Context: an optimization exercise on an open-source flow, tuned for small area, a short achievable clock period and few clock cycles per item. The choices shown serve that exercise and are no tape-out recipe.
RTL that was checked went through simulation tests only; none was proved equivalent to the original.
Only the layout flow was run in runs 3 to 6; the RTL was not checked for function there.

`flow/standard.sh`:
```
#!/bin/bash
# synth_recipe.tcl (not shown) runs the flow's synth.tcl, then flattens the netlist and writes it again
# the make line also repeats each setting of config.mk as NAME=value (left out here)
make -C /OpenROAD-flow-scripts/flow DESIGN_CONFIG=/design/flow/config.mk WORK_HOME=/design/flow/orfs CLKGATE_MAP_FILE= SYNTH_SCRIPT=/design/flow/synth_recipe.tcl "${@:-finish}"
```
`flow/design.v`:
```
module ysyx_divunit (
    input             clk,
    input             rstn,
    input             div_valid,
    input             div_word,
    input             div_sign,
    input             alu_sec,
    input      [63:0] dividend,
    input      [63:0] divisor,
    output            res_rdy,
    output     [63:0] div_res
);
localparam S_IDLE = 3'd0, S_SHIFT = 3'd1, S_ITER = 3'd2, S_NEG = 3'd3, S_DONE = 3'd4;
reg  [2:0]  state;
reg  [63:0] rem;      
reg  [63:0] dn;       
reg  [63:0] quo;      
reg  [5:0]  cnt;      
reg  [5:0]  pa_r, pb_r;   
reg         va_r, na_r;
reg         vb_r, nb_r, sec_r, w_r, cin_r, negq_r, negr_r, done_r;
reg         at_r, bt_r;   
reg  [2:0]  f1, f0;
wire [63:0] a64 = div_word ? {{32{div_sign & dividend[31]}}, dividend[31:0]} : dividend;
wire [63:0] b64 = div_word ? {{32{div_sign & divisor[31]}},  divisor[31:0]}  : divisor;
wire        na  = div_sign & a64[63];
wire        nb  = div_sign & b64[63];
wire [63:0] xa  = a64 ^ {64{na}};    
wire [63:0] xb  = b64 ^ {64{nb}};    
function [14:0] msb64(input [63:0] x);    
    reg [31:0] v1; reg [1*32-1:0] p1;
    reg [15:0] v2; reg [2*16-1:0] p2;
    reg [7:0]  v3; reg [3*8-1:0]  p3;
    reg [3:0]  v4; reg [4*4-1:0]  p4;
    reg [1:0]  v5; reg [5*2-1:0]  p5;
    integer i;
    begin
        for (i = 0; i < 32; i = i + 1) begin
            v1[i] = x[2*i+1] | x[2*i];
            p1[i] = x[2*i+1];
        end
        for (i = 0; i < 16; i = i + 1) begin
            v2[i] = v1[2*i+1] | v1[2*i];
            p2[2*i +: 2] = v1[2*i+1] ? {1'b1, p1[(2*i+1)*1 +: 1]} : {1'b0, p1[(2*i)*1 +: 1]};
        end
        for (i = 0; i < 8; i = i + 1) begin
            v3[i] = v2[2*i+1] | v2[2*i];
            p3[3*i +: 3] = v2[2*i+1] ? {1'b1, p2[(2*i+1)*2 +: 2]} : {1'b0, p2[(2*i)*2 +: 2]};
        end
        for (i = 0; i < 4; i = i + 1) begin
            v4[i] = v3[2*i+1] | v3[2*i];
            p4[4*i +: 4] = v3[2*i+1] ? {1'b1, p3[(2*i+1)*3 +: 3]} : {1'b0, p3[(2*i)*3 +: 3]};
        end
        for (i = 0; i < 2; i = i + 1) begin
            v5[i] = v4[2*i+1] | v4[2*i];
            p5[5*i +: 5] = v4[2*i+1] ? {1'b1, p4[(2*i+1)*4 +: 4]} : {1'b0, p4[(2*i)*4 +: 4]};
        end
        msb64 = {v3, v5[1] | v5[0], v5[1] ? {1'b1, p5[9:5]} : {1'b0, p5[4:0]}};
    end
endfunction
wire [14:0] ma = msb64(xa);
wire [14:0] mb = msb64(xb);
wire [7:0] ab = ma[14:7], bb = mb[14:7];
wire [7:0] ahi;    
genvar gj;
generate
    for (gj = 0; gj < 8; gj = gj + 1) begin : g_ahi
        assign ahi[gj] = |ab[7:gj];
    end
endgenerate
wire       k0e = na ? |(bb[7:1] & ~ahi[6:0]) : |(bb & ~ahi);
wire       bz   = (pb_r == 6'd0) & ~vb_r & ~nb_r;              
wire [6:0] dab  = {1'b0, pa_r} - {1'b0, pb_r};                
wire       k0   = bz | (va_r ? (dab[6] & (~na_r | ~(&dab))) : (~na_r | (pb_r != 6'd0)));
wire [5:0] sdif = va_r ? dab[5:0] + {5'd0, na_r} : 6'd0;
wire        fl = ~nb_r;
wire [5:0]  sh = sdif;
wire [63:0] y0 = quo;
wire [63:0] y1 = sh[0] ? {y0[62:0], {1{fl}}}  : y0;
wire [63:0] y2 = sh[1] ? {y1[61:0], {2{fl}}}  : y1;
wire [63:0] y3 = sh[2] ? {y2[59:0], {4{fl}}}  : y2;
wire [63:0] y4 = sh[3] ? {y3[55:0], {8{fl}}}  : y3;
wire [63:0] y5 = sh[4] ? {y4[47:0], {16{fl}}} : y4;
wire [63:0] y6 = sh[5] ? {y5[31:0], {32{fl}}} : y5;
wire        q;
wire [64:0] sum;
add_pfx #(.N(65)) u_add (.a({at_r, rem}), .b({bt_r, dn}), .ci(cin_r), .s(sum), .co(q));
wire [63:0] t = sum[63:0];
wire        qb = q | (sum[64] & ~at_r);
wire last   = (cnt == 6'd0);
wire s_idle = (state == S_IDLE), s_iter = (state == S_ITER);
wire mvq    = s_iter & last & ~sec_r;                 
wire [63:0] alt = s_idle ? xa : (mvq ? {quo[62:0], qb} : rem);
reg  [2:0] nxt;
always @* begin
    nxt = state;
    case (state)
        S_IDLE:  if (div_valid) nxt = k0e ? S_DONE : S_SHIFT;
        S_SHIFT: nxt = k0 ? ((sec_r & na_r) ? S_NEG : S_DONE) : S_ITER;
        S_ITER:  if (last) nxt = (negq_r | negr_r) ? S_NEG : S_DONE;
        S_NEG:   nxt = S_DONE;
        default: nxt = S_IDLE;
    endcase
end
wire [5:0] cnt_nxt  = (state == S_SHIFT) ? sdif : cnt - 6'd1;
wire       mvq_nxt  = (nxt == S_ITER) & (cnt_nxt == 6'd0) & ~sec_r;
always @(posedge clk or negedge rstn) begin
    if (!rstn) begin
        state  <= S_IDLE;
        done_r <= 1'b0;
        at_r   <= 1'b0;
        bt_r   <= 1'b0;
    end else begin
        state  <= nxt;
        done_r <= (nxt == S_DONE);
        at_r   <= (nxt == S_SHIFT) | (nxt == S_NEG) | ((nxt == S_ITER) & ~mvq_nxt);
        bt_r   <= (nxt == S_SHIFT) | (nxt == S_NEG);
    end
end
always @(posedge clk) begin
    dn  <= s_idle ? 64'd0 :
           (state == S_SHIFT) ? (k0 ? {64{1'b1}} : y6) :
           (s_iter & ~last) ? {1'b1, dn[63:1]} : {64{1'b1}};
    quo <= s_idle ? ~xb : (state == S_SHIFT) ? 64'd0 : {quo[62:0], qb};
end
always @(posedge clk) begin
    rem <= q ? t : alt;
    cnt <= cnt_nxt;
    case (state)
        S_IDLE: begin
            nb_r   <= nb;
            sec_r  <= alu_sec;
            w_r    <= div_word;
            cin_r  <= na;
            negq_r <= ~alu_sec & (na ^ nb);
            negr_r <= alu_sec & na;
            na_r   <= na;
            va_r   <= ma[6];
            vb_r   <= mb[6];
            pa_r   <= ma[5:0];
            pb_r   <= mb[6] ? mb[5:0] : 6'd0;
            f1     <= alu_sec ? {~na & ~div_word, ~na, ~na} : 3'b000;
            f0     <= alu_sec ? {na & ~div_word, na, na} : 3'b000;
        end
        S_SHIFT: begin
            cin_r <= ~nb_r & ~k0;
            if (!k0 || sec_r) begin
                f1 <= 3'b111;
                f0 <= 3'b000;
            end else begin                 
                f1 <= {bz & ~na_r & ~w_r, bz & ~na_r, bz};
                f0 <= {bz & ~na_r & ~w_r, bz & ~na_r, bz};
            end
        end
        S_ITER: begin
            if (last) cin_r <= 1'b0;
        end
        S_NEG: begin
            f1 <= 3'b000;
            f0 <= {~w_r, 2'b11};
        end
        default: ;
    endcase
end
genvar gi;
generate
    for (gi = 0; gi < 64; gi = gi + 1) begin : g_out
        localparam integer G = (gi == 0) ? 0 : (gi < 32) ? 1 : 2;
        assign div_res[gi] = rem[gi] ? f1[G] : f0[G];
    end
endgenerate
assign res_rdy = done_r;
endmodule
module add_pfx #(parameter N = 64) (
    input  [N-1:0] a,
    input  [N-1:0] b,
    input          ci,
    output [N-1:0] s,
    output         co
);
localparam M = N + 1;    
reg [M-1:0] g, p;
integer d, i;
always @* begin
    g = {a & b, ci};
    p = {a ^ b, 1'b0};
    for (d = 1; d < M; d = d * 2)
        for (i = M-1; i >= 0; i = i - 1)
            if ((i / d) % 2 == 1) begin
                g[i] = g[i] | (p[i] & g[(i/d)*d - 1]);
                p[i] = p[i] & p[(i/d)*d - 1];
            end
end
assign s  = (a ^ b) ^ g[M-2:0];
assign co = g[M-1];
endmodule
```
`flow/config.mk`:
```
export PLATFORM = sky130hd
export DESIGN_NAME = ysyx_divunit
export DESIGN_NICKNAME = ysyx_divunit
export VERILOG_FILES = /design/flow/design.v
export SDC_FILE = /design/flow/constraint.sdc
export NUM_CORES = 8
export LEC_CHECK = 0
export CAP_MARGIN = 20
export CORE_MARGIN = 2
export CORE_UTILIZATION = 60
export PLACE_DENSITY = 0.7
export SETUP_SLACK_MARGIN = 5
export SLEW_MARGIN = 20
```
`flow/flow/run.sh`:
```
#!/bin/bash
set -euo pipefail
bash standard.sh "BUFFER_PORTS_ARGS=-buffer_cell sky130_fd_sc_hd__buf_1" \
  "CTS_ARGS=-sink_clustering_enable -repair_clock_nets -dont_use_dummy_load" \
  SETUP_SLACK_MARGIN=6.0 finish > standard.log 2>&1
```
`flow/constraint.sdc`:
```
create_clock -name core_clock -period 10.0 [get_ports {clk}]
set_input_delay 2.0000 -clock core_clock [delete_from_list [all_inputs] [get_ports {clk}]]
set_output_delay 2.0000 -clock core_clock [all_outputs]
set_load 0.01 [all_outputs]
```
==> qor_table.md, run 1 <==
| Group | Result | This run |
|:---|:---|:---|
| global route | First-pass GRT wire length | 112,000 um |
| synth | Proportion of synthesized chip area in sequential cells | 26.2% |
| run status | Status | no timing/DRC/antenna violations |
| setup path | Classification of the worst setup path | in2reg |
| route | DR WL/cell | 24.1 um |
| route | Antenna-violating nets left | 0 |
| clock network | Clock-pin slew on the worst setup and hold paths | 0.06 ns |
| synth | Proportion of register bits with asynchronous set or reset after synthesis | 2.60% |
| setup path | Critical path launch point type | primary input |
| clock network | Worst skew pair latency | 0.55 ns |
| synth | Nets in the synthesized netlist | 2,798 |
| route | Number of remaining DRC errors | 0 |
| floorplan | Width of the die | 192 um |
| cells and area | Final cell count without fillers | 3,167 |
| clock network | Clock root buffer | clkbuf_16 |
| setup path | Crit Path Max Fanout | 6 |
| route | Total wire length | 76,400 um |
| global route | Antenna violations before repair | 3 |
| sta | Number of endpoints with negative hold slack in the final report | 0 |
| sta | Hold_ws | 0.505 ns |
| synth | Synth Warn # | 2 |
| floorplan | Starting Density | 61.3% |
| cells and area | P&R area growth vs syn | 14.0% |
| sta | Final Setup Violations | 0 |
| placement | Placed cell count | 3,072 |
| global route | Largest net degree at the start of global routing | 100 |
| route | First-pass DRT Iterations | 6 |
| setup path | Data arrival time of the critical path | 4.52 ns |
| sta | RSZ-0062 raised after global routing | yes |
| global route | Total congestion overflow | 0 |
| sta | Time the final worst path needs with I/O delays and setup | 4.11 ns |
| setup path | Critical path capture point type | register |
| clock network | Clock H-tree levels | 1 |
| synth | Prevailing post-synth register cell | dfxtp_1 |
| synth | Post-synthesis sequential element count | 231 |
| setup path | CP Capture Point | state[2] |
| placement | Count of buffers from port buffering | 198 |
| global route | All-Layer GR Usage | 39.4% |
| setup path | Capture instance of the worst register-to-register path | at_r |
| cells and area | Number of nets in the layout | 2,928 |
| setup path | FF-to-FF setup slack | 5.99 ns |
| clock network | TritonCTS clock tree | yes |
| global route | Vias in the first global route | 19,100 |
| route | Vias per cell | 6.71 |
| hold path | Class of the worst hold path | reg2reg |
| cells and area | Commonest cells after routing, fill and taps aside | mux2i_1 (271), a21oi_1 (246), nand2_1 (226) |
| cells and area | Number of inserted filler cells in the final layout | 2,899 |
| setup path | Worst reg2reg startpoint | pa_r[0] |
| synth | Post-synthesis instance total | 2,583 |
| synth | Number of flops mapped to enable cells by yosys | 91 |
| floorplan | I/O Pins | 199 |
| floorplan | Die footprint | 37,000 um2 |
| sta | Max Freq | 243 MHz |
| floorplan | Placeable Area | 34,700 um2 |
| sta | Max-slew headroom at the worst pin | 29.1% |
| sta | Total negative slack for setup checks | 0 ns |
| floorplan | Placement row count | 68 |
| floorplan | Die span in y | 192 um |
| cells and area | Fraction of final layout cells sized beyond drive strength 1 | 12.7% |
| cells and area | Most frequent standard cell in the layout excluding fill and tap cells | mux2i_1 |
| placement | Final weighted congestion in routability-driven placement | 1.03 |
| flow run | MaxCap Viol Count | 0 |
| setup path | Worst endpoint required time | 10.41 ns |
| setup path | Launch point of the critical path | div_word |
| clock network | CTS Buf Count | 27 |
| synth | Unique masters post-synth | 85 |
| sta | Worst clock skew | 0.0341 ns |
| route | Number of violations reported at the end of detailed-routing iteration 0 | 2,726 |
| setup path | Depth of the most critical reg-to-reg path | 13 |
| placement | Half-perimeter wire length after detailed placement | 54,300 um |
| sta | Final worst path period share | 41.1% |
| clock network | Deepest clock path buffer count | 3 |
| sta | Max Transition Viols Final | 0 |
| sta | Transition time at the pin with the least slew margin | 1.06 ns |
| route | Count of vias placed by the detailed router | 21,300 |
| clock network | Number of clock sinks | 231 |
| synth | Post-Synthesis Mean Instance Area | 8.24 um2 |
| clock network | Count of hold-fix buffers inserted at cts | 0 |
| synth | Post-synthesis cell area | 21,300 um2 |
cell families (layout without fill, tap and decap cells):
family / after synthesis / count (layout) / share of synthesized area (%)
AO/OA/AOI/OAI: 761 / 762 / 21.5
AND/OR/NAND/NOR: 676 / 683 / 15.3
multiplexers: 386 / 386 / 19.1
buffers and inverters: 264 / 384 / 5.09
flip-flops: 231 / 231 / 26.2
XOR/XNOR: 184 / 184 / 7.70
adder cells (fa/ha/maj): 81 / 81 / 5.05
other: 0 / 1 / 0
worst min path at each step:
stage	from	end	slack (ns)	cells past startpoint
floorplan	quo[14]	quo[15]	0.46	2
global placement	dn[59]	dn[58]	0.49	2
detailed placement	dn[41]	dn[40]	0.50	2
CTS	quo[15]	quo[16]	0.51	2
global route	quo[15]	quo[16]	0.53	2
finish	dn[47]	dn[46]	0.50	2
metrics by stage:
step / setup WS (ns) / util, % / area (um2)
after floorplan: 5.66 / - / 21400
after global placement: 3.97 / 63.8 / 22100
after detailed placement: 3.95 / 63.8 / 22100
after CTS: 5.94 / 68.5 / 23800
after global routing: 5.77 / 69.8 / 24200
final: 5.89 / 69.8 / 24200
cells in the mapped netlist (25+ instances only):
library cell	number	share of area [%]
mux2_2	99	5.2
a211oi_1	26	0.92
nand3_1	52	1.2
a31oi_1	44	1.3
ha_1	73	4.3
o21ai_0	231	5.4
xor2_1	29	1.2
xnor2_1	153	6.3
mux2i_1	280	13
buf_2	28	0.66
a21oi_1	254	6.0
nor3_1	40	0.94
nand2b_1	37	1.1
edfxtp_1	91	13
buf_1	25	0.44
nand2_1	232	4.1
clkbuf_1	122	2.2
inv_1	77	1.4
nor2_1	147	2.6
a22oi_1	32	1.1
dfxtp_1	134	13
registers in the layout, indices dropped and copies added, names as in the netlist:
register  count
rem          64
vb_r          1
pa_r          6
pb_r          6
negr_r        1
cnt           6
quo          64
cin_r         1
state         3
w_r           1
f1            3
f0            3
at_r          1
dn           64
sec_r         1
done_r        1
negq_r        1
va_r          1
nb_r          1
bt_r          1
na_r          1
critical path: stages:
cell,delay (ns)
clkbuf_16,0.12
buf_12,0.13
mux2i_4,0.21
or4b_4,0.51
a221oi_4,0.28
o211ai_1,0.14
a221o_1,0.35
a221o_1,0.33
o211ai_2,0.11
nor2_2,0.05
a211oi_2,0.19
nor3_1,0.08
metal layers:
metal	up-vias	GRT usage (%)	wire [um]
met5	-	0	12
met4	2	14.6	3330
met3	205	6.71	8100
met2	1236	60.1	33100
met1	10100	55.8	31900
li1	9761	-	-
what timing repair did:
item	in CTS	in global routing
pin swaps	18	18
gates resized for setup	91	45
setup buffers	27	22
gates cloned	16	2
hold endpoints to repair	0	0
endpoints found under the setup margin	273	136
area by class of cell:
| class | count | area, um2 | area share [%] |
|---|---|---|---|
| multi-input cells | 2096 | 15300 | 63.2 |
| flip-flops and latches | 231 | 5570 | 23.0 |
| repair buffers | 277 | 1790 | 7.37 |
| clock buffers | 27 | 676 | 2.79 |
| well taps | 455 | 569 | 2.35 |
| inverters | 79 | 305 | 1.26 |
| repair inverters | 1 | 5.00 | 0.0206 |
| diodes | 1 | 2.50 | 0.0103 |
Testbench counts, summed over its fixed seeds: cycles 37,018, divs 3,200.
==> inputs of run 2 (changes only) <==
--- a/flow/config.mk
+++ b/flow/config.mk
@@ -9,4 +9,4 @@
 export CORE_MARGIN = 2
-export CORE_UTILIZATION = 60
-export PLACE_DENSITY = 0.7
+export CORE_UTILIZATION = 50
+export PLACE_DENSITY = 0.6
 export SETUP_SLACK_MARGIN = 5
==> qor_table.md, run 2 <==
| Group | Result | This run |
|:---|:---|:---|
| route | Total wire length | 82,300 um |
| cells and area | Most frequent standard cell in the layout excluding fill and tap cells | mux2i_1 |
| floorplan | Starting Density | 50.7% |
| run status | Status | no timing/DRC/antenna violations |
| setup path | Top delay family on crit path | compound AO/OA/AOI/OAI gates |
| floorplan | Placement row count | 75 |
| sta | Final worst path period share | 40.9% |
| global route | All-Layer GR Usage | 35.7% |
| cells and area | Final cell count without fillers | 3,257 |
| setup path | Critical path launch point type | primary input |
| cells and area | Summed area of non-filler cells in the final layout | 24,600 um2 |
| cells and area | Commonest cells after routing, fill and taps aside | mux2i_1 (270), a21oi_1 (244), nand2_1 (224) |
| synth | Proportion of synthesized chip area in sequential cells | 26.2% |
| setup path | Cells along the critical path | clkbuf_16, buf_12, buf_4, mux2i_2, o211ai_1, a221oi_2, and2_4, and4b_1, a221o_1, o211ai_2, a31oi_2, o31ai_1 |
| cells and area | Number of nets in the layout | 2,935 |
| clock network | Clock root buffer | clkbuf_16 |
| synth | Biggest area contributors in the synthesized netlist | mux2i_1 (13%), edfxtp_1 (13%), dfxtp_1 (13%), xnor2_1 (6.3%), a21oi_1 (6.0%) |
| global route | Antenna violations before repair | 0 |
| placement | Half-perimeter wire length after detailed placement | 58,100 um |
| synth | Unique masters post-synth | 85 |
| cells and area | Antenna diode count | 0 |
| global route | Vias in the first global route | 19,400 |
| sta | RSZ-0062 raised after global routing | yes |
| clock network | CTS Buf Count | 29 |
| global route | First-pass GRT wire length | 121,000 um |
| clock network | Number of clock sinks | 231 |
| synth | Number of flops mapped to enable cells by yosys | 91 |
| placement | Placed cell count | 3,159 |
| route | First-pass DRT Iterations | 5 |
| hold path | Class of the worst hold path | reg2reg |
| sta | Max Freq | 244 MHz |
| global route | Largest net degree at the start of global routing | 91 |
| clock network | Clock H-tree levels | 1 |
| synth | Top cell types by occurrence after synthesis | mux2i_1 (280), a21oi_1 (254), nand2_1 (232) |
| setup path | Data arrival time of the critical path | 4.53 ns |
| setup path | Crit Path Max Fanout | 5 |
| sta | Max Transition Viols Final | 0 |
| synth | Post-Synthesis Mean Instance Area | 8.24 um2 |
| placement | Total placed instance area | 22,300 um2 |
| setup path | Critical path capture point type | register |
| synth | Post-synthesis instance total | 2,583 |
| placement | Count of buffers from port buffering | 198 |
| sta | Worst clock skew | 0.0439 ns |
| route | Number of remaining DRC errors | 0 |
| sta | Final Setup Violations | 0 |
| synth | Proportion of netlist area held by the largest area contributor | 13.2% |
| floorplan | Die footprint | 44,200 um2 |
| cells and area | P&R area growth vs syn | 15.5% |
| floorplan | Width of the die | 210 um |
| sta | Transition time at the pin with the least slew margin | 1.05 ns |
| synth | Post-synthesis cell area | 21,300 um2 |
| floorplan | I/O Pins | 199 |
| clock network | Deepest clock path buffer count | 3 |
| clock network | Worst skew pair latency | 0.58 ns |
| setup path | Worst endpoint required time | 10.44 ns |
| synth | Nets in the synthesized netlist | 2,798 |
| sta | Number of endpoints with negative hold slack in the final report | 0 |
| setup path | Sum of buffers and inverters on the critical path | 3 |
| floorplan | Die span in y | 210 um |
| route | Antenna-violating nets left | 0 |
| cells and area | Fraction of final layout cells sized beyond drive strength 1 | 13.3% |
| synth | Most common cell in the synthesized netlist | mux2i_1 |
| setup path | Cell at the slowest stage of the critical path | a221oi_2 |
| synth | Prevailing post-synth register cell | dfxtp_1 |
| setup path | Largest stage delay on the critical path | 0.46 ns |
| synth | Synth Warn # | 2 |
| floorplan | Placeable Area | 41,900 um2 |
| sta | Time the final worst path needs with I/O delays and setup | 4.09 ns |
| global route | Total congestion overflow | 0 |
| synth | Cell accounting for the most synthesized area | mux2i_1 |
| flow run | MaxCap Viol Count | 0 |
| clock network | Count of hold-fix buffers inserted at cts | 0 |
| sta | Total negative slack for setup checks | 0 ns |
| clock network | Clock-pin slew on the worst setup and hold paths | 0.06 ns |
| route | Number of violations reported at the end of detailed-routing iteration 0 | 2,347 |
| placement | Final weighted congestion in routability-driven placement | 1.00 |
| route | Count of vias placed by the detailed router | 21,000 |
| synth | Post-synthesis sequential element count | 231 |
| setup path | Classification of the worst setup path | in2reg |
| route | DR WL/cell | 25.3 um |
| clock network | TritonCTS clock tree | yes |
| cells and area | Largest registers in the final layout | dn x64, quo x64, rem x64 |
| sta | Max-slew headroom at the worst pin | 29.8% |
| route | Vias per cell | 6.45 |
| synth | Proportion of register bits with asynchronous set or reset after synthesis | 2.60% |
==> run 2: cell counts after synthesis <==
No cell type changed its count.
==> run 2: cell families after synthesis <==
family / after synthesis / synth area share, %
buffers and inverters: 264 / 5.09
muxes: 386 / 19.1
DFF: 231 / 26.2
AOI/OAI and AO/OA: 761 / 21.5
xor gates and xnor gates: 184 / 7.70
adders and majority gates: 81 / 5.05
and+or+nand+nor: 676 / 15.3
==> run 2: final timing paths <==
check | start | to | slack (ns) | cells after the start
worst max register to register | rem[4] | rem[63] | 6.07 | 13
worst max-delay path | div_word | at_r | 5.91 | 12
worst min register to register | quo[14] | quo[15] | 0.50 | 2
min in group asynchronous | rstn | done_r | 1.34 | 1
worst min-delay path | quo[14] | quo[15] | 0.50 | 2
max in group asynchronous | rstn | bt_r | 8.30 | 1
==> run 2: worst register-to-register path, delay by kind of cell, from the launching register on <==
kind                     cells  cell delay (ns)
AO/OA/AOI/OAI                8             1.66
buffers and inverters        2             0.48
flip-flops                   1             0.41
AND/OR/NAND/NOR              1             0.38
adder cells (fa/ha/maj)      1             0.37
multiplexers                 1             0.35
==> run 2: area by class of cell <==
type | instances | area, um2
fill | 3950 | 17400
sequential | 231 | 5570
timing repair inverter | 1 | 5.00
tap | 539 | 674
timing repair buffer | 281 | 1900
multi-input combinational | 2097 | 15400
clock buffer | 29 | 726
inverter | 79 | 308
==> run 2: what timing repair did <==
| item | 4_1_cts | 5_1_grt |
|---|---|---|
| buffers inserted | 30 | 17 |
| setup endpoints to repair | 280 | 124 |
| resized for setup | 107 | 52 |
| pin swaps | 21 | 26 |
| cloned | 17 | 4 |
==> run 2: per-layer routing <==
metal / share of wire [%] / up-vias / wire length (um) / GRT usage, %
met2: 43 / 958 / 35600 / 54.7
met3: 7.5 / 176 / 6200 / 4.54
met1: 45 / 10100 / 37200 / 51.7
met4: 4.1 / 0 / 3360 / 12.1
li1: - / 9762 / - / -
met5: 0 / - / 0 / 0
==> run 2: metrics by stage <==
step | hold WS [ns] | setup slack, ns | utilization, %
after CTS | 0.498 | 5.92 | 57.4
after global placement | 0.493 | 3.95 | 53.1
after detailed placement | 0.495 | 3.91 | 53.1
final | 0.498 | 5.91 | 58.6
after floorplan | 0.461 | 5.66 | -
after global routing | 0.517 | 5.82 | 58.6
==> inputs of run 3 (changes only) <==
--- a/flow/design.v
+++ b/flow/design.v
@@ -86,3 +86,4 @@
 wire [64:0] sum;
-add_pfx #(.N(65)) u_add (.a({at_r, rem}), .b({bt_r, dn}), .ci(cin_r), .s(sum), .co(q));
+wire        bt = bt_r & ~((state == S_SHIFT) & k0);
+add_pfx #(.N(65)) u_add (.a({at_r, rem}), .b({bt, dn}), .ci(cin_r), .s(sum), .co(q));
 wire [63:0] t = sum[63:0];
@@ -98,3 +99,3 @@
         S_IDLE:  if (div_valid) nxt = k0e ? S_DONE : S_SHIFT;
-        S_SHIFT: nxt = k0 ? ((sec_r & na_r) ? S_NEG : S_DONE) : S_ITER;
+        S_SHIFT: nxt = k0 ? S_DONE : S_ITER;
         S_ITER:  if (last) nxt = (negq_r | negr_r) ? S_NEG : S_DONE;
@@ -145,6 +146,9 @@
         S_SHIFT: begin
-            cin_r <= ~nb_r & ~k0;
-            if (!k0 || sec_r) begin
+            cin_r <= ~nb_r;
+            if (!k0) begin
                 f1 <= 3'b111;
                 f0 <= 3'b000;
+            end else if (sec_r) begin      
+                f1 <= {~na_r & ~w_r, ~na_r, ~na_r};
+                f0 <= {na_r & ~w_r, na_r, na_r};
             end else begin                 
==> flow/flow/run.sh (replaced) <==
#!/bin/bash
set -euo pipefail
bash standard.sh "BUFFER_PORTS_ARGS=-buffer_cell sky130_fd_sc_hd__buf_1" \
  "CTS_ARGS=-sink_clustering_enable -repair_clock_nets -dont_use_dummy_load" \
  SETUP_SLACK_MARGIN=5.75 finish > standard.log 2>&1
--- a/flow/config.mk
+++ b/flow/config.mk
@@ -9,4 +9,4 @@
 export CORE_MARGIN = 2
-export CORE_UTILIZATION = 50
-export PLACE_DENSITY = 0.6
+export CORE_UTILIZATION = 60
+export PLACE_DENSITY = 0.7
 export SETUP_SLACK_MARGIN = 5
==> qor_table.md, run 3 <==
| Group | Result | This run |
|:---|:---|:---|
| placement | Placement Setup Slack | 3.69 ns |
| synth | Post-synthesis xor/xnor area fraction | 7.43% |
| setup path | Classification of the worst setup path | in2reg |
| synth | Prevailing post-synth register cell | dfxtp_1 |
| placement | Half-perimeter wire length after detailed placement | 54,100 um |
| sta | Max Transition Viols Final | 0 |
| global route | Vias in the first global route | 18,400 |
| sta | RSZ-0062 raised after global routing | yes |
| setup path | Data arrival time of the critical path | 4.67 ns |
| clock network | Clock-pin slew on the worst setup and hold paths | 0.06 ns |
| sta | Hold_ws | 0.494 ns |
| sta | Final Setup Violations | 0 |
| hold path | Class of the worst hold path | reg2reg |
| placement | Placed cell count | 2,998 |
| clock network | Clock root buffer | clkbuf_16 |
| cells and area | Combined area of the multi-input logic cells | 15,300 um2 |
| route | Number of remaining DRC errors | 0 |
| cells and area | Most frequent standard cell in the layout excluding fill and tap cells | mux2i_1 |
| setup path | Critical path capture point type | register |
| synth | Proportion of register bits with asynchronous set or reset after synthesis | 2.60% |
| cells and area | Commonest cells after routing, fill and taps aside | mux2i_1 (336), o21ai_0 (210), buf_1 (191) |
| sta | Number of endpoints with negative hold slack in the final report | 0 |
| cells and area | Post-layout utilization of the core | 67.8% |
| route | Total wire length | 74,600 um |
| cells and area | Fraction of final layout cells sized beyond drive strength 1 | 13.1% |
| floorplan | Placement row count | 69 |
| route | DR WL/cell | 24.3 um |
| cells and area | Number of nets in the layout | 2,829 |
| synth | Cell accounting for the most synthesized area | mux2i_1 |
| route | Count of vias placed by the detailed router | 20,700 |
| synth | Number of flops mapped to enable cells by yosys | 91 |
| synth | Post-Synthesis Mean Instance Area | 8.56 um2 |
| cells and area | Reg area | 5570 um2 |
| floorplan | I/O Pins | 199 |
| synth | Post-synthesis cell area | 21,400 um2 |
| flow run | MaxCap Viol Count | 0 |
| synth | Proportion of synthesized chip area in sequential cells | 26.0% |
| setup path | Critical path launch point type | primary input |
| global route | Largest net degree at the start of global routing | 114 |
| clock network | Worst skew pair latency | 0.55 ns |
| synth | Post-synthesis sequential element count | 231 |
| clock network | CTS Buf Count | 27 |
| placement | Count of buffers from port buffering | 198 |
| sta | Worst-case setup margin in the final layout | 5.77 ns |
| synth | Simple-gate area share of the yosys netlist | 14.1% |
| route | Number of violations reported at the end of detailed-routing iteration 0 | 2,376 |
| cells and area | Largest registers in the final layout | dn x64, quo x64, rem x64 |
| clock network | Deepest clock path buffer count | 3 |
| sta | Total negative slack for setup checks | 0 ns |
| floorplan | Width of the die | 193 um |
| sta | Final worst path period share | 42.3% |
| synth | Top cell types by occurrence after synthesis | mux2i_1 (338), o21ai_0 (218), nand2_1 (195) |
| run status | Status | no timing/DRC/antenna violations |
| sta | Max Freq | 236 MHz |
| synth | Post-synthesis instance total | 2,502 |
| global route | Antenna violations before repair | 1 |
| synth | Proportion of netlist area held by the largest area contributor | 15.8% |
| global route | All-Layer GR Usage | 37.8% |
| clock network | Clock H-tree levels | 1 |
| placement | Total placed instance area | 22,200 um2 |
| placement | Final weighted congestion in routability-driven placement | 0.991 |
| cells and area | P&R area growth vs syn | 12.1% |
| floorplan | Placeable Area | 35,400 um2 |
| synth | Unique masters post-synth | 90 |
| setup path | Worst endpoint required time | 10.44 ns |
| cells and area | Final cell count without fillers | 3,074 |
| sta | Time the final worst path needs with I/O delays and setup | 4.23 ns |
| synth | Compound-Gate Fraction of Synth Area | 20.5% |
| synth | Synthesized-area fraction occupied by adder cells | 5.01% |
| synth | Dominant combinational cell family by area after synthesis | multiplexers |
| synth | Most common cell in the synthesized netlist | mux2i_1 |
| sta | Transition time at the pin with the least slew margin | 1.11 ns |
| synth | Biggest area contributors in the synthesized netlist | mux2i_1 (16%), edfxtp_1 (13%), dfxtp_1 (13%), xnor2_1 (5.8%), mux2_2 (5.8%) |
| global route | First-pass GRT wire length | 108,000 um |
| global route | Total congestion overflow | 0 |
| synth | Synth Warn # | 2 |
| clock network | Number of clock sinks | 231 |
| floorplan | Starting Density | 60.5% |
| setup path | Crit Path Max Fanout | 8 |
| floorplan | Die span in y | 193 um |
| route | First-pass DRT Iterations | 6 |
| sta | Worst clock skew | 0.0259 ns |
| synth | Nets in the synthesized netlist | 2,717 |
| route | Antenna-violating nets left | 0 |
| cells and area | Summed area of non-filler cells in the final layout | 24,000 um2 |
| sta | Max-slew headroom at the worst pin | 25.8% |
| cells and area | Number of inserted filler cells in the final layout | 3,000 |
| synth | Fraction of synthesized area in multiplexers | 22.3% |
| route | Vias per cell | 6.73 |
| clock network | TritonCTS clock tree | yes |
| floorplan | Die footprint | 37,200 um2 |
run 3: worst max-delay path, cell delays in order:
cell	delay [ns]
clkbuf_4	0.17
buf_12	0.15
mux2_4	0.38
a2111o_1	0.44
o32ai_4	0.38
nor4b_4	0.29
a221oi_1	0.14
a22o_1	0.29
a32o_2	0.27
a21o_1	0.15
run 3: logic make-up (layout without fill, tap and decap cells):
group           after synthesis  in the layout
compound gates              679            681
simple gates                618            621
mux                         457            457
buf+inv                     256            361
flops                       231            231
xor+xnor                    180            180
fa+ha+maj                    81             81
other cells                   0              1
run 3: final timing paths:
| check | cells after the start | startpoint | endpoint | slack, ns |
|---|---|---|---|---|
| max in group asynchronous | 1 | rstn | state[1] | 8.33 |
| hold / removal | 2 | quo[59] | quo[60] | 0.49 |
| setup / recovery | 10 | div_word | at_r | 5.77 |
| hold reg to reg | 2 | quo[59] | quo[60] | 0.49 |
| min in group asynchronous | 1 | rstn | state[2] | 1.36 |
| setup reg to reg | 12 | pb_r[0] | dn[27] | 5.85 |
run 3: metal layers:
layer  global-route usage (%)  part of all wire (%)  vias to the layer above
li1                         -                     -                     9561
met1                     54.1                    43                     9838
met2                     59.0                    44                     1129
met3                     4.96                   9.5                      154
met4                     11.9                   3.4                        2
met5                        0                 0.017                        -
run 3: cell type report:
type / instances / area share, %
multi-input combinational: 2020 / 63.9
sequential: 231 / 23.2
timing repair buffer: 256 / 6.33
clock buffer: 27 / 2.82
tap: 461 / 2.40
inverter: 77 / 1.29
timing repair inverter: 1 / 0.0209
antenna: 1 / 0.0104
run 3: repair_timing:
item,CTS,global route
gates cloned,9,6
hold buffers,0,0
endpoints found under the setup margin,166,154
setup buffers,15,18
resized for setup,52,65
pin swaps,10,18
endpoints found under the hold margin,0,0
==> inputs of run 4 (changes only) <==
--- a/flow/design.v
+++ b/flow/design.v
@@ -90,3 +90,8 @@
 wire        qb = q | (sum[64] & ~at_r);
+wire        q2;
+wire [63:0] sum2_unused;
+add_pfx #(.N(64)) u_cmp (.a(rem), .b({1'b1, dn[63:1]}), .ci(cin_r), .s(sum2_unused), .co(q2));
 wire last   = (cnt == 6'd0);
+wire can2   = (state == S_ITER) & (cnt[5:1] != 5'd0);      
+wire skip   = can2 & ~q & ~q2;
 wire s_idle = (state == S_IDLE), s_iter = (state == S_ITER);
@@ -105,4 +110,6 @@
 end
-wire [5:0] cnt_nxt  = (state == S_SHIFT) ? sdif : cnt - 6'd1;
-wire       mvq_nxt  = (nxt == S_ITER) & (cnt_nxt == 6'd0) & ~sec_r;
+wire [5:0] cnt_nxt  = (state == S_SHIFT) ? sdif : cnt - (skip ? 6'd2 : 6'd1);
+wire [5:0] cnt_m1   = (state == S_SHIFT) ? sdif : cnt - 6'd1;
+wire [5:0] cnt_m2   = cnt - 6'd2;
+wire       mvq_nxt  = (nxt == S_ITER) & ~sec_r & (skip ? (cnt_m2 == 6'd0) : (cnt_m1 == 6'd0));
 always @(posedge clk or negedge rstn) begin
@@ -123,4 +130,4 @@
            (state == S_SHIFT) ? (k0 ? {64{1'b1}} : y6) :
-           (s_iter & ~last) ? {1'b1, dn[63:1]} : {64{1'b1}};
-    quo <= s_idle ? ~xb : (state == S_SHIFT) ? 64'd0 : {quo[62:0], qb};
+           (s_iter & ~last) ? (skip ? {2'b11, dn[63:2]} : {1'b1, dn[63:1]}) : {64{1'b1}};
+    quo <= s_idle ? ~xb : (state == S_SHIFT) ? 64'd0 : skip ? {quo[61:0], 2'b00} : {quo[62:0], qb};
 end
--- a/flow/config.mk
+++ b/flow/config.mk
@@ -9,4 +9,4 @@
 export CORE_MARGIN = 2
-export CORE_UTILIZATION = 60
-export PLACE_DENSITY = 0.7
+export CORE_UTILIZATION = 50
+export PLACE_DENSITY = 0.6
 export SETUP_SLACK_MARGIN = 5
==> qor_table.md, run 4 <==
| Group | Result | This run |
|:---|:---|:---|
| clock network | Clock root buffer | clkbuf_16 |
| synth | Post-synthesis sequential element count | 231 |
| synth | Synth Warn # | 3 |
| synth | Most common cell in the synthesized netlist | mux2i_1 |
| sta | Final Setup Violations | 0 |
| global route | All-Layer GR Usage | 34.7% |
| cells and area | Summed area of non-filler cells in the final layout | 27,100 um2 |
| placement | Final weighted congestion in routability-driven placement | 1.00 |
| setup path | Crit Path Max Fanout | 5 |
| synth | Unique masters post-synth | 81 |
| setup path | Data arrival time of the critical path | 4.69 ns |
| cells and area | Fraction of final layout cells sized beyond drive strength 1 | 13.5% |
| placement | Placed cell count | 3,381 |
| global route | Vias in the first global route | 20,800 |
| route | Number of remaining DRC errors | 0 |
| flow run | MaxCap Viol Count | 0 |
| floorplan | I/O Pins | 199 |
| sta | Transition time at the pin with the least slew margin | 1.14 ns |
| synth | Prevailing post-synth register cell | dfxtp_1 |
| placement | Count of buffers from port buffering | 198 |
| route | Number of violations reported at the end of detailed-routing iteration 0 | 2,478 |
| sta | Time the final worst path needs with I/O delays and setup | 4.39 ns |
| synth | Cell accounting for the most synthesized area | mux2i_1 |
| synth | Proportion of register bits with asynchronous set or reset after synthesis | 2.60% |
| sta | Final worst path period share | 43.9% |
| clock network | Count of hold-fix buffers inserted at cts | 0 |
| sta | Max Freq | 228 MHz |
| route | Vias per cell | 6.56 |
| sta | Worst clock skew | 0.0406 ns |
| sta | Max Transition Viols Final | 0 |
| floorplan | Starting Density | 50.5% |
| cells and area | Largest registers in the final layout | dn x64, quo x64, rem x64 |
| synth | Top cell types by occurrence after synthesis | mux2i_1 (338), a21oi_1 (238), nand2_1 (185) |
| route | DR WL/cell | 26.2 um |
| synth | Post-synthesis cell area | 23,400 um2 |
| synth | Proportion of synthesized chip area in sequential cells | 23.8% |
| global route | First-pass GRT wire length | 128,000 um |
| hold path | Class of the worst hold path | reg2reg |
| sta | Max-slew headroom at the worst pin | 23.7% |
| synth | Number of flops mapped to enable cells by yosys | 91 |
| global route | Largest net degree at the start of global routing | 99 |
| clock network | Clock H-tree levels | 1 |
| synth | Proportion of netlist area held by the largest area contributor | 14.5% |
| route | Antenna-violating nets left | 0 |
| cells and area | P&R area growth vs syn | 16.0% |
| floorplan | Die footprint | 48,500 um2 |
| cells and area | Most frequent standard cell in the layout excluding fill and tap cells | mux2i_1 |
| floorplan | Placeable Area | 46,400 um2 |
| global route | Total congestion overflow | 0 |
| clock network | CTS Buf Count | 30 |
| sta | Number of endpoints with negative hold slack in the final report | 0 |
| clock network | Deepest clock path buffer count | 3 |
| setup path | Critical path launch point type | register |
| floorplan | Die span in y | 220 um |
| setup path | Worst endpoint required time | 10.30 ns |
| cells and area | Commonest cells after routing, fill and taps aside | mux2i_1 (331), a21oi_1 (230), buf_1 (196) |
| run status | Status | no timing/DRC/antenna violations |
| floorplan | Width of the die | 220 um |
| route | Total wire length | 91,800 um |
| floorplan | Placement row count | 79 |
| synth | Nets in the synthesized netlist | 3,043 |
| clock network | TritonCTS clock tree | yes |
| placement | Total placed instance area | 24,300 um2 |
| synth | Post-Synthesis Mean Instance Area | 8.48 um2 |
| synth | Biggest area contributors in the synthesized netlist | mux2i_1 (14%), edfxtp_1 (12%), dfxtp_1 (11%), ha_1 (7.5%), xnor2_1 (5.8%) |
| clock network | Number of clock sinks | 231 |
| setup path | FF-to-FF setup slack | 5.61 ns |
| setup path | Critical path capture point type | register |
| placement | Half-perimeter wire length after detailed placement | 64,600 um |
| setup path | Classification of the worst setup path | reg2reg |
| route | First-pass DRT Iterations | 5 |
| sta | Hold_ws | 0.590 ns |
| global route | Antenna violations before repair | 4 |
| synth | Post-synthesis instance total | 2,759 |
| cells and area | Number of nets in the layout | 3,177 |
| clock network | Clock-pin slew on the worst setup and hold paths | 0.06 ns |
| sta | RSZ-0062 raised after global routing | yes |
| route | Count of vias placed by the detailed router | 23,000 |
| clock network | Worst skew pair latency | 0.58 ns |
| sta | Total negative slack for setup checks | 0 ns |
| cells and area | Final cell count without fillers | 3,499 |
[run 4: changes by cell type after synthesis, sizes merged, moves of 18 or more]
| cell | before | now |
|---|---|---|
| mux2 | 115 | 86 |
| ha | 73 | 141 |
| o21ai | 222 | 173 |
| o22ai | 10 | 46 |
| o221a | 33 | 1 |
| o21a | 3 | 21 |
| buf | 48 | 76 |
| a221oi | 11 | 42 |
| a211oi | 18 | 66 |
| nand3 | 49 | 78 |
| a21oi | 170 | 238 |
| nor2 | 144 | 178 |
| a22oi | 29 | 8 |
[run 4: cell type report]
type                            count  area [um2]
Timing Repair inverter              1        5.00
Antenna cell                        1        2.50
Sequential cell                   231        5570
Tap cell                          607         759
Timing Repair Buffer              299        2220
Multi-Input combinational cell   2257       17600
Clock buffer                       30         751
Fill cell                        4266       19200
Inverter                           73         282
[run 4: cells by family after synthesis]
family,Yosys count,synth area share [%]
compound gates,804,22.2
simple gates,668,13.6
mux,436,19.8
buf+inv,277,5.15
flops,231,23.8
xor+xnor,193,7.28
fa+ha+maj,150,8.31
[run 4: worst paths after layout]
path                          from  depth (start not counted)        to
min in group asynchronous     rstn                          1  state[1]
min reg2reg                 dn[42]                          2    dn[40]
min                         dn[42]                          2    dn[40]
max                        pa_r[0]                         22   rem[34]
max reg2reg                pa_r[0]                         22   rem[34]
max in group asynchronous     rstn                          1  state[0]
[run 4: what timing repair did]
action,in CTS,in global routing
gates cloned,13,21
gates resized for setup,68,124
setup buffers,23,28
endpoints found under the setup margin,277,266
pin swaps,18,58
[run 4: critical path: stages (launching register included)]
cell       delay, ns
edfxtp_1        0.38
inv_2           0.10
ha_4            0.14
inv_2           0.03
fa_2            0.33
a21o_1          0.20
a21oi_2         0.18
xnor2_2         0.14
nand3_1         0.08
or3_1           0.33
and3_4          0.16
o21ai_2         0.12
and2_4          0.20
ha_4            0.21
o21a_1          0.12
nor2_2          0.13
a21oi_4         0.06
buf_4           0.16
buf_12          0.14
buf_12          0.14
clkbuf_16       0.16
a221oi_2        0.48
a21oi_1         0.09
[run 4: metrics by stage]
| step | util [%] | worst slack (ns) |
|---|---|---|
| detailed placement | 52.4 | 3.66 |
| global placement | 52.4 | 3.75 |
| finish | 58.6 | 5.61 |
| CTS | 55.7 | 5.63 |
| global route | 58.6 | 5.49 |
| floorplan | - | 5.69 |
[run 4: metal layers]
metal	global-route usage (%)	up-vias	routed length, um
met5	0	-	13
met4	10.4	2	3530
met3	4.04	172	7500
met2	55.1	1037	41300
met1	49.3	11100	39500
li1	-	10600	-
==> inputs of run 5 (changes only) <==
--- a/flow/design.v
+++ b/flow/design.v
@@ -91,7 +91,8 @@
 wire        q2;
-wire [63:0] sum2_unused;
-add_pfx #(.N(64)) u_cmp (.a(rem), .b({1'b1, dn[63:1]}), .ci(cin_r), .s(sum2_unused), .co(q2));
+wire [63:0] t2;
+add_pfx #(.N(64)) u_add2 (.a(rem), .b({1'b1, dn[63:1]}), .ci(cin_r), .s(t2), .co(q2));
 wire last   = (cnt == 6'd0);
 wire can2   = (state == S_ITER) & (cnt[5:1] != 5'd0);      
-wire skip   = can2 & ~q & ~q2;
+wire skip   = can2 & ~q;                                   
+wire take2  = skip & q2;
 wire s_idle = (state == S_IDLE), s_iter = (state == S_ITER);
@@ -110,6 +111,8 @@
 end
-wire [5:0] cnt_nxt  = (state == S_SHIFT) ? sdif : cnt - (skip ? 6'd2 : 6'd1);
-wire [5:0] cnt_m1   = (state == S_SHIFT) ? sdif : cnt - 6'd1;
+wire [5:0] cnt_m1   = cnt - 6'd1;
 wire [5:0] cnt_m2   = cnt - 6'd2;
-wire       mvq_nxt  = (nxt == S_ITER) & ~sec_r & (skip ? (cnt_m2 == 6'd0) : (cnt_m1 == 6'd0));
+wire [5:0] cnt_nxt  = (state == S_SHIFT) ? sdif : (skip ? cnt_m2 : cnt_m1);
+wire       sd0      = (sdif == 6'd0);
+wire       lst_nxt  = (state == S_SHIFT) ? sd0 : (skip ? (cnt == 6'd2) : (cnt == 6'd1));
+wire       mvq_nxt  = (nxt == S_ITER) & ~sec_r & lst_nxt;
 always @(posedge clk or negedge rstn) begin
@@ -131,6 +134,6 @@
            (s_iter & ~last) ? (skip ? {2'b11, dn[63:2]} : {1'b1, dn[63:1]}) : {64{1'b1}};
-    quo <= s_idle ? ~xb : (state == S_SHIFT) ? 64'd0 : skip ? {quo[61:0], 2'b00} : {quo[62:0], qb};
+    quo <= s_idle ? ~xb : (state == S_SHIFT) ? 64'd0 : skip ? {quo[61:0], 1'b0, q2} : {quo[62:0], qb};
 end
 always @(posedge clk) begin
-    rem <= q ? t : alt;
+    rem <= q ? t : take2 ? t2 : alt;
     cnt <= cnt_nxt;
==> flow/flow/run.sh (replaced) <==
#!/bin/bash
set -euo pipefail
bash standard.sh "BUFFER_PORTS_ARGS=-buffer_cell sky130_fd_sc_hd__buf_1" \
  "CTS_ARGS=-sink_clustering_enable -repair_clock_nets -dont_use_dummy_load" \
  SETUP_SLACK_MARGIN=5.5 finish > standard.log 2>&1
==> qor_table.md, run 5 <==
| Group | Result | This run |
|:---|:---|:---|
| run status | Status | no timing/DRC/antenna violations |
| placement | Count of buffers from port buffering | 198 |
| setup path | Critical path launch point type | register |
| route | Number of remaining DRC errors | 0 |
| hold path | Worst Hold Path EP | dn[10] |
| sta | Number of endpoints with negative hold slack in the final report | 0 |
| synth | Post-synthesis cell area | 25,400 um2 |
| synth | Proportion of synthesized chip area in sequential cells | 21.9% |
| route | Total wire length | 101,000 um |
| cells and area | Commonest cells after routing, fill and taps aside | nand2_1 (300), mux2i_1 (297), a21oi_1 (230) |
| clock network | CTS Buf Count | 34 |
| clock network | Deepest clock path buffer count | 3 |
| sta | Final worst path period share | 45.6% |
| synth | Unique masters post-synth | 107 |
| setup path | FF-to-FF setup slack | 5.44 ns |
| placement | Placement Setup Slack | 3.65 ns |
| global route | Total congestion overflow | 0 |
| flow run | MaxCap Viol Count | 0 |
| hold path | Class of the worst hold path | reg2reg |
| global route | Largest net degree at the start of global routing | 89 |
| global route | First-pass GRT wire length | 146,000 um |
| setup path | Crit Path Max Fanout | 31 |
| cells and area | Number of nets in the layout | 3,576 |
| clock network | Clock-pin slew on the worst setup and hold paths | 0.06 ns |
| synth | Most common cell in the synthesized netlist | nand2_1 |
| sta | Time the final worst path needs with I/O delays and setup | 4.56 ns |
| placement | Final weighted congestion in routability-driven placement | 0.986 |
| sta | Transition time at the pin with the least slew margin | 1.05 ns |
| sta | RSZ-0062 raised after global routing | yes |
| synth | Proportion of register bits with asynchronous set or reset after synthesis | 2.60% |
| setup path | Capture instance of the worst register-to-register path | rem[33] |
| setup path | Data arrival time of the critical path | 4.83 ns |
| floorplan | I/O Pins | 199 |
| synth | Post-synthesis sequential element count | 231 |
| synth | Number of flops mapped to enable cells by yosys | 92 |
| setup path | Classification of the worst setup path | reg2reg |
| route | Vias per cell | 6.61 |
| global route | Vias in the first global route | 24,000 |
| cells and area | Post-layout utilization of the core | 58.8% |
| setup path | Critical path capture point type | register |
| route | DR WL/cell | 25.5 um |
| floorplan | Die footprint | 52,700 um2 |
| floorplan | Die span in y | 229 um |
| placement | Placed cell count | 3,826 |
| placement | Total placed instance area | 26,600 um2 |
| clock network | Clock H-tree levels | 2 |
| synth | Prevailing post-synth register cell | dfxtp_1 |
| cells and area | Antenna diode count | 0 |
| sta | Hold_ws | 0.539 ns |
| setup path | Depth of the most critical reg-to-reg path | 18 |
| synth | Biggest area contributors in the synthesized netlist | mux2i_1 (12%), edfxtp_1 (11%), dfxtp_1 (10%), ha_1 (6.9%), xnor2_1 (6.4%) |
| sta | Worst clock skew | 0.0396 ns |
| route | Count of vias placed by the detailed router | 26,200 |
| floorplan | Width of the die | 229 um |
| floorplan | Starting Density | 50.7% |
| cells and area | Largest registers in the final layout | dn x64, quo x64, rem x64 |
| sta | Max Freq | 219 MHz |
| synth | Nets in the synthesized netlist | 3,426 |
| synth | Post-synthesis instance total | 3,138 |
| sta | Final Setup Violations | 0 |
| cells and area | Most frequent standard cell in the layout excluding fill and tap cells | nand2_1 |
| clock network | Number of clock sinks | 231 |
| global route | Antenna violations before repair | 1 |
| floorplan | Placement row count | 82 |
| hold path | Startpoint of the worst hold path | dn[12] |
| floorplan | Placeable Area | 50,200 um2 |
| route | First-pass DRT Iterations | 5 |
| cells and area | Number of inserted filler cells in the final layout | 4,619 |
| clock network | Count of hold-fix buffers inserted at cts | 0 |
| sta | Max-slew headroom at the worst pin | 30.1% |
| cells and area | Final cell count without fillers | 3,958 |
| hold path | Instance count along the most critical hold path | 2 |
| clock network | Worst skew pair latency | 0.55 ns |
| synth | Proportion of netlist area held by the largest area contributor | 11.7% |
| global route | All-Layer GR Usage | 35.6% |
| cells and area | Fraction of final layout cells sized beyond drive strength 1 | 13.5% |
| cells and area | Summed area of non-filler cells in the final layout | 29,500 um2 |
| synth | Top cell types by occurrence after synthesis | nand2_1 (309), mux2i_1 (298), a21oi_1 (242) |
| setup path | Worst endpoint required time | 10.27 ns |
| route | Antenna-violating nets left | 0 |
| synth | Post-Synthesis Mean Instance Area | 8.10 um2 |
| clock network | TritonCTS clock tree | yes |
| placement | Half-perimeter wire length after detailed placement | 71,800 um |
| sta | Max Transition Viols Final | 0 |
| cells and area | P&R area growth vs syn | 16.1% |
| synth | Cell accounting for the most synthesized area | mux2i_1 |
| route | Number of violations reported at the end of detailed-routing iteration 0 | 2,829 |
| sta | Total negative slack for setup checks | 0 ns |
| synth | Synth Warn # | 3 |
| setup path | Worst reg2reg startpoint | rem[8] |
| clock network | Clock root buffer | clkbuf_16 |
| sta | Worst-case setup margin in the final layout | 5.44 ns |
-- run 5: changes by cell type in the layout (fill, tap and decap cells not counted), moves of 33 or more --
| cell | previous run | this run |
|---|---|---|
| a311oi_1 | 4 | 46 |
| nand2_1 | 175 | 300 |
| o21ai_1 | 9 | 42 |
| nor2_1 | 172 | 209 |
| mux2i_1 | 331 | 297 |
-- run 5: how the worst max path moves through the flow --
stage          cells after the start    startpoint  slack (ns)       to
2_1_floorplan                     11  dividend[55]        5.26     at_r
3_3_place_gp                      14  dividend[63]        3.80     at_r
3_5_place_dp                      14  dividend[63]        3.65     at_r
5_1_grt                           18       rem[19]        5.34  rem[62]
6_report                          18        rem[8]        5.44  rem[33]
4_1_cts                           11  dividend[55]        5.32     at_r
-- run 5: repair_timing --
item                                    in CTS  in global routing
endpoints found under the setup margin     263                244
pin swaps                                   12                 36
buffers inserted                            12                 59
endpoints found under the hold margin        0                  0
resized for setup                           84                125
cloned                                       9                 14
-- run 5: cell type report --
cell class / count / area [um2] / area share, %
Sequential cell: 231 / 5580 / 18.9
Tap cell: 672 / 841 / 2.85
Timing Repair Buffer: 326 / 2420 / 8.21
Inverter: 92 / 370 / 1.26
Timing Repair inverter: 1 / 8.76 / 0.0297
Multi-Input combinational cell: 2602 / 19400 / 65.9
Clock buffer: 34 / 851 / 2.88
-- run 5: cells by family after synthesis --
logic type,Yosys count,share of synthesized area (%)
compound gates,961,24.7
simple gates,860,15.9
mux,403,16.7
buf+inv,307,5.00
flops,231,21.9
xor+xnor,222,7.76
fa+ha+maj,154,7.99
-- run 5: critical path, cell delays in order (launching register included) --
cell and delay [ns]:
edfxtp_1 0.47, ha_4 0.26, a211o_1 0.33, a21oi_4 0.22, o221ai_4 0.16, o211a_4 0.31
o211ai_1 0.35, a21oi_4 0.14, a31oi_4 0.19, a21oi_2 0.10, o21a_1 0.18, nor2_1 0.10
ha_2 0.22, nor2_4 0.06, buf_12 0.20, a221oi_1 0.70, a21oi_1 0.08, nor2_1 0.12
a21oi_1 0.05
-- run 5: metal layers --
metal	part of all wire, %	GRT usage, %	vias up
met1	43	49.6	12600
li1	-	-	12100
met5	0.0089	0	-
met3	7.2	3.80	227
met4	4.1	12.1	2
met2	45	57.1	1213
==> inputs of run 6 (changes only) <==
==> flow/flow/run.sh (replaced) <==
#!/bin/bash
set -euo pipefail
bash standard.sh "BUFFER_PORTS_ARGS=-buffer_cell sky130_fd_sc_hd__buf_1" \
  "CTS_ARGS=-sink_clustering_enable -repair_clock_nets -dont_use_dummy_load" \
  SETUP_SLACK_MARGIN=6.0 finish > standard.log 2>&1
--- a/flow/config.mk
+++ b/flow/config.mk
@@ -9,4 +9,4 @@
 export CORE_MARGIN = 2
-export CORE_UTILIZATION = 50
-export PLACE_DENSITY = 0.6
+export CORE_UTILIZATION = 60
+export PLACE_DENSITY = 0.7
 export SETUP_SLACK_MARGIN = 5
==> qor_table.md, run 6 <==
| Group | Result | This run |
|:---|:---|:---|
| synth | Compound-Gate Fraction of Synth Area | 24.7% |
| clock network | Clock H-tree levels | 1 |
| synth | Prevailing post-synth register cell | dfxtp_1 |
| synth | Unique masters post-synth | 107 |
| clock network | Worst skew pair latency | 0.60 ns |
| synth | Post-synthesis sequential element count | 231 |
| synth | Proportion of synthesized chip area in sequential cells | 21.9% |
| floorplan | Placement row count | 75 |
| synth | Simple-gate area share of the yosys netlist | 15.9% |
| clock network | Clock-pin slew on the worst setup and hold paths | 0.06 ns |
| floorplan | Die span in y | 210 um |
| synth | Cell accounting for the most synthesized area | mux2i_1 |
| clock network | Count of hold-fix buffers inserted at cts | 0 |
| sta | Worst clock skew | 0.0409 ns |
| route | Count of vias placed by the detailed router | 30,100 |
| setup path | Cell at the slowest stage of the critical path | edfxtp_1 |
| clock network | CTS Buf Count | 29 |
| route | Antenna-violating nets left | 0 |
| global route | Largest net degree at the start of global routing | 80 |
| synth | Nets in the synthesized netlist | 3,426 |
| placement | Placed cell count | 3,691 |
| setup path | Critical path capture point type | register |
| synth | Proportion of netlist area held by the largest area contributor | 11.7% |
| synth | Post-synthesis instance total | 3,138 |
| setup path | Largest stage delay on the critical path | 0.45 ns |
| sta | Final Setup Violations | 0 |
| sta | Max-slew headroom at the worst pin | 23.5% |
| sta | Final worst path period share | 46.5% |
| route | DR WL/cell | 30.3 um |
| clock network | Number of clock sinks | 231 |
| setup path | Critical path launch point type | register |
| synth | Most common cell in the synthesized netlist | nand2_1 |
| setup path | Worst endpoint required time | 10.33 ns |
| hold path | Class of the worst hold path | reg2reg |
| synth | Biggest area contributors in the synthesized netlist | mux2i_1 (12%), edfxtp_1 (11%), dfxtp_1 (10%), ha_1 (6.9%), xnor2_1 (6.4%) |
| cells and area | Reg area | 5590 um2 |
| floorplan | Width of the die | 210 um |
| floorplan | I/O Pins | 199 |
| sta | Transition time at the pin with the least slew margin | 1.15 ns |
| cells and area | Commonest cells after routing, fill and taps aside | mux2i_1 (279), nand2_1 (240), a21oi_1 (202) |
| global route | All-Layer GR Usage | 49.1% |
| sta | Total negative slack for setup checks | 0 ns |
| placement | Final weighted congestion in routability-driven placement | 1.01 |
| route | First-pass DRT Iterations | 8 |
| cells and area | Number of nets in the layout | 3,767 |
| global route | Total congestion overflow | 0 |
| setup path | Top delay family on crit path | compound AO/OA/AOI/OAI gates |
| synth | Top cell types by occurrence after synthesis | nand2_1 (309), mux2i_1 (298), a21oi_1 (242) |
| cells and area | Fraction of final layout cells sized beyond drive strength 1 | 25.8% |
| synth | Proportion of register bits with asynchronous set or reset after synthesis | 2.60% |
| synth | Fraction of synthesized area in multiplexers | 16.7% |
| sta | Max Freq | 215 MHz |
| sta | Time the final worst path needs with I/O delays and setup | 4.65 ns |
| synth | Post-synthesis xor/xnor area fraction | 7.76% |
| synth | Post-synthesis cell area | 25,400 um2 |
| cells and area | Combined area of the multi-input logic cells | 21,400 um2 |
| setup path | Cells along the critical path | ha_4, nand3_4, or3_4, nor3_4, o211a_4, o211ai_1, a21oi_4, a31oi_4, a21oi_2, o21a_1, nor2_2, ha_4, buf_6, nand2b_4, o211ai_1, o21ai_0, nor2_4, a21oi_2 |
| cells and area | Largest registers in the final layout | dn x64, quo x64, rem x64 |
| floorplan | Placeable Area | 41,900 um2 |
| setup path | Classification of the worst setup path | reg2reg |
| global route | First-pass GRT wire length | 166,000 um |
| synth | Synth Warn # | 3 |
| setup path | FF-to-FF setup slack | 5.35 ns |
| synth | Synthesized-area fraction occupied by adder cells | 7.99% |
| synth | Post-Synthesis Mean Instance Area | 8.10 um2 |
| sta | Hold_ws | 0.548 ns |
| global route | Antenna violations before repair | 5 |
| route | Total wire length | 122,000 um |
| flow run | MaxCap Viol Count | 0 |
| cells and area | Number of inserted filler cells in the final layout | 2,566 |
| setup path | Data arrival time of the critical path | 4.98 ns |
| synth | Dominant combinational cell family by area after synthesis | compound AO/OA/AOI/OAI gates |
| sta | Number of endpoints with negative hold slack in the final report | 0 |
| route | Number of violations reported at the end of detailed-routing iteration 0 | 4,799 |
| route | Number of remaining DRC errors | 0 |
| sta | RSZ-0062 raised after global routing | yes |
| clock network | Clock root buffer | clkbuf_16 |
| setup path | Sum of buffers and inverters on the critical path | 1 |
| cells and area | Most frequent standard cell in the layout excluding fill and tap cells | mux2i_1 |
| synth | Number of flops mapped to enable cells by yosys | 92 |
| sta | Max Transition Viols Final | 0 |
| global route | Vias in the first global route | 27,400 |
| clock network | TritonCTS clock tree | yes |
| clock network | Deepest clock path buffer count | 3 |
| cells and area | P&R area growth vs syn | 34.1% |
| route | Vias per cell | 7.49 |
| placement | Half-perimeter wire length after detailed placement | 68,600 um |
| run status | Status | no timing/DRC/antenna violations |
| placement | Count of buffers from port buffering | 198 |
| floorplan | Starting Density | 60.7% |
| cells and area | Final cell count without fillers | 4,021 |
| floorplan | Die footprint | 44,000 um2 |
| setup path | Crit Path Max Fanout | 6 |
## run 6: changes by cell type in the layout (fill, tap and decap cells not counted), moves of 24 or more
cell | before | now
a21oi_1 | 230 | 202
o21ai_0 | 176 | 141
nand2_1 | 300 | 240
buf_4 | 79 | 160
nand2_2 | 4 | 28
a311oi_2 | 2 | 29
buf_16 | 7 | 48
o21ai_1 | 42 | 66
buf_12 | 14 | 44
a311oi_1 | 46 | 16
a21oi_2 | 9 | 34
nand2_4 | 5 | 40
buf_6 | 9 | 41
## run 6: logic make-up after synthesis
logic type,count (synthesis)
fa+ha+maj,154
buf+inv,307
compound gates,961
xor+xnor,222
simple gates,860
mux,403
flops,231
## run 6: final timing paths
path                               from       to  depth (start not counted)
worst max-delay path            rem[26]  rem[31]                         18
worst min-delay path             dn[23]   dn[21]                          2
worst max register to register  rem[26]  rem[31]                         18
worst min register to register   dn[23]   dn[21]                          2
max in group asynchronous          rstn     at_r                          1
min in group asynchronous          rstn   done_r                          1
## run 6: stage by stage
step / instance area (um2) / setup slack, ns / utilization [%]
3_3_place_gp: 26400 / 3.92 / 63.2
5_1_grt: 34100 / 5.28 / 81.4
2_1_floorplan: 25800 / 5.26 / -
3_5_place_dp: 26400 / 3.74 / 63.2
6_report: 34100 / 5.35 / 81.4
4_1_cts: 31800 / 5.64 / 76.0
## run 6: metal layers
layer	vias to the layer above	wire, um	part of all wire, %	global-route usage [%]
li1	12500	-	-	-
met1	13900	41100	34	61.3
met2	2802	50100	41	73.8
met3	935	17700	15	12.3
met4	6	12800	11	35.8
met5	-	44	0.036	0
## run 6: worst register-to-register path, delay by kind of cell (launching register included)
| kind | cells | cell delay (ns) |
|---|---|---|
| AO/OA/AOI/OAI | 9 | 2.12 |
| adder cells (fa/ha/maj) | 2 | 0.51 |
| buffers and inverters | 1 | 0.11 |
| flip-flops | 1 | 0.45 |
| AND/OR/NAND/NOR | 6 | 1.20 |
## run 6: area by class of cell
type                       instances  share of cell area (%)
multi-input combinational       2605                    62.7
sequential                       231                    16.4
timing repair buffer             517                    15.5
clock buffer                      29                    2.13
tap                              539                    1.98
inverter                          92                    1.15
timing repair inverter             3                  0.0991
antenna                            5                  0.0367
## run 6: repair_timing
item | CTS | global route
pin swaps | 116 | 100
setup endpoints to repair | 343 | 275
gates resized for setup | 453 | 299
gates cloned | 57 | 7
buffers inserted | 144 | 88

what the ideal ports hide:
No port has a modelled driver above. Below, the same layouts with a new extraction and two added sets of constraints. Step 1 (the two cells are an assumption about what drives the block):
set clk [get_ports {clk}]
set_driving_cell -lib_cell sky130_fd_sc_hd__clkbuf_16 $clk
set_driving_cell -lib_cell sky130_fd_sc_hd__buf_2 [delete_from_list [all_inputs] $clk]
Step 2, shift: input delay + t, output delay - t, t = (earliest + latest rising clock arrival at the registers) / 2. This alone moves slack from input paths to output paths. Slacks: no drivers / after step 1 / after step 2; pairs: no drivers / after step 1.
| run | shift t [ns] | setup slack, ns | worst setup path after step 2 |
|---|---|---|---|
| run 1 | 0.597 | 5.887 / 5.910 / 5.312 | input to register |
| run 2 | 0.615 | 5.905 / 5.923 / 5.308 | input to register |
| run 3 | 0.595 | 5.768 / 5.788 / 5.210 | input to register |
| run 4 | 0.629 | 5.608 / 5.608 / 5.182 | input to register |
| run 5 | 0.599 | 5.443 / 5.443 / 4.947 | input to register |
| run 6 | 0.643 | 5.346 / 5.346 / 4.966 | input to register |
After both steps setup and hold are still met in every run listed. The setup slack of run 2, which loses most, moves by +0.018 ns with the drivers and by -0.597 ns with both steps.
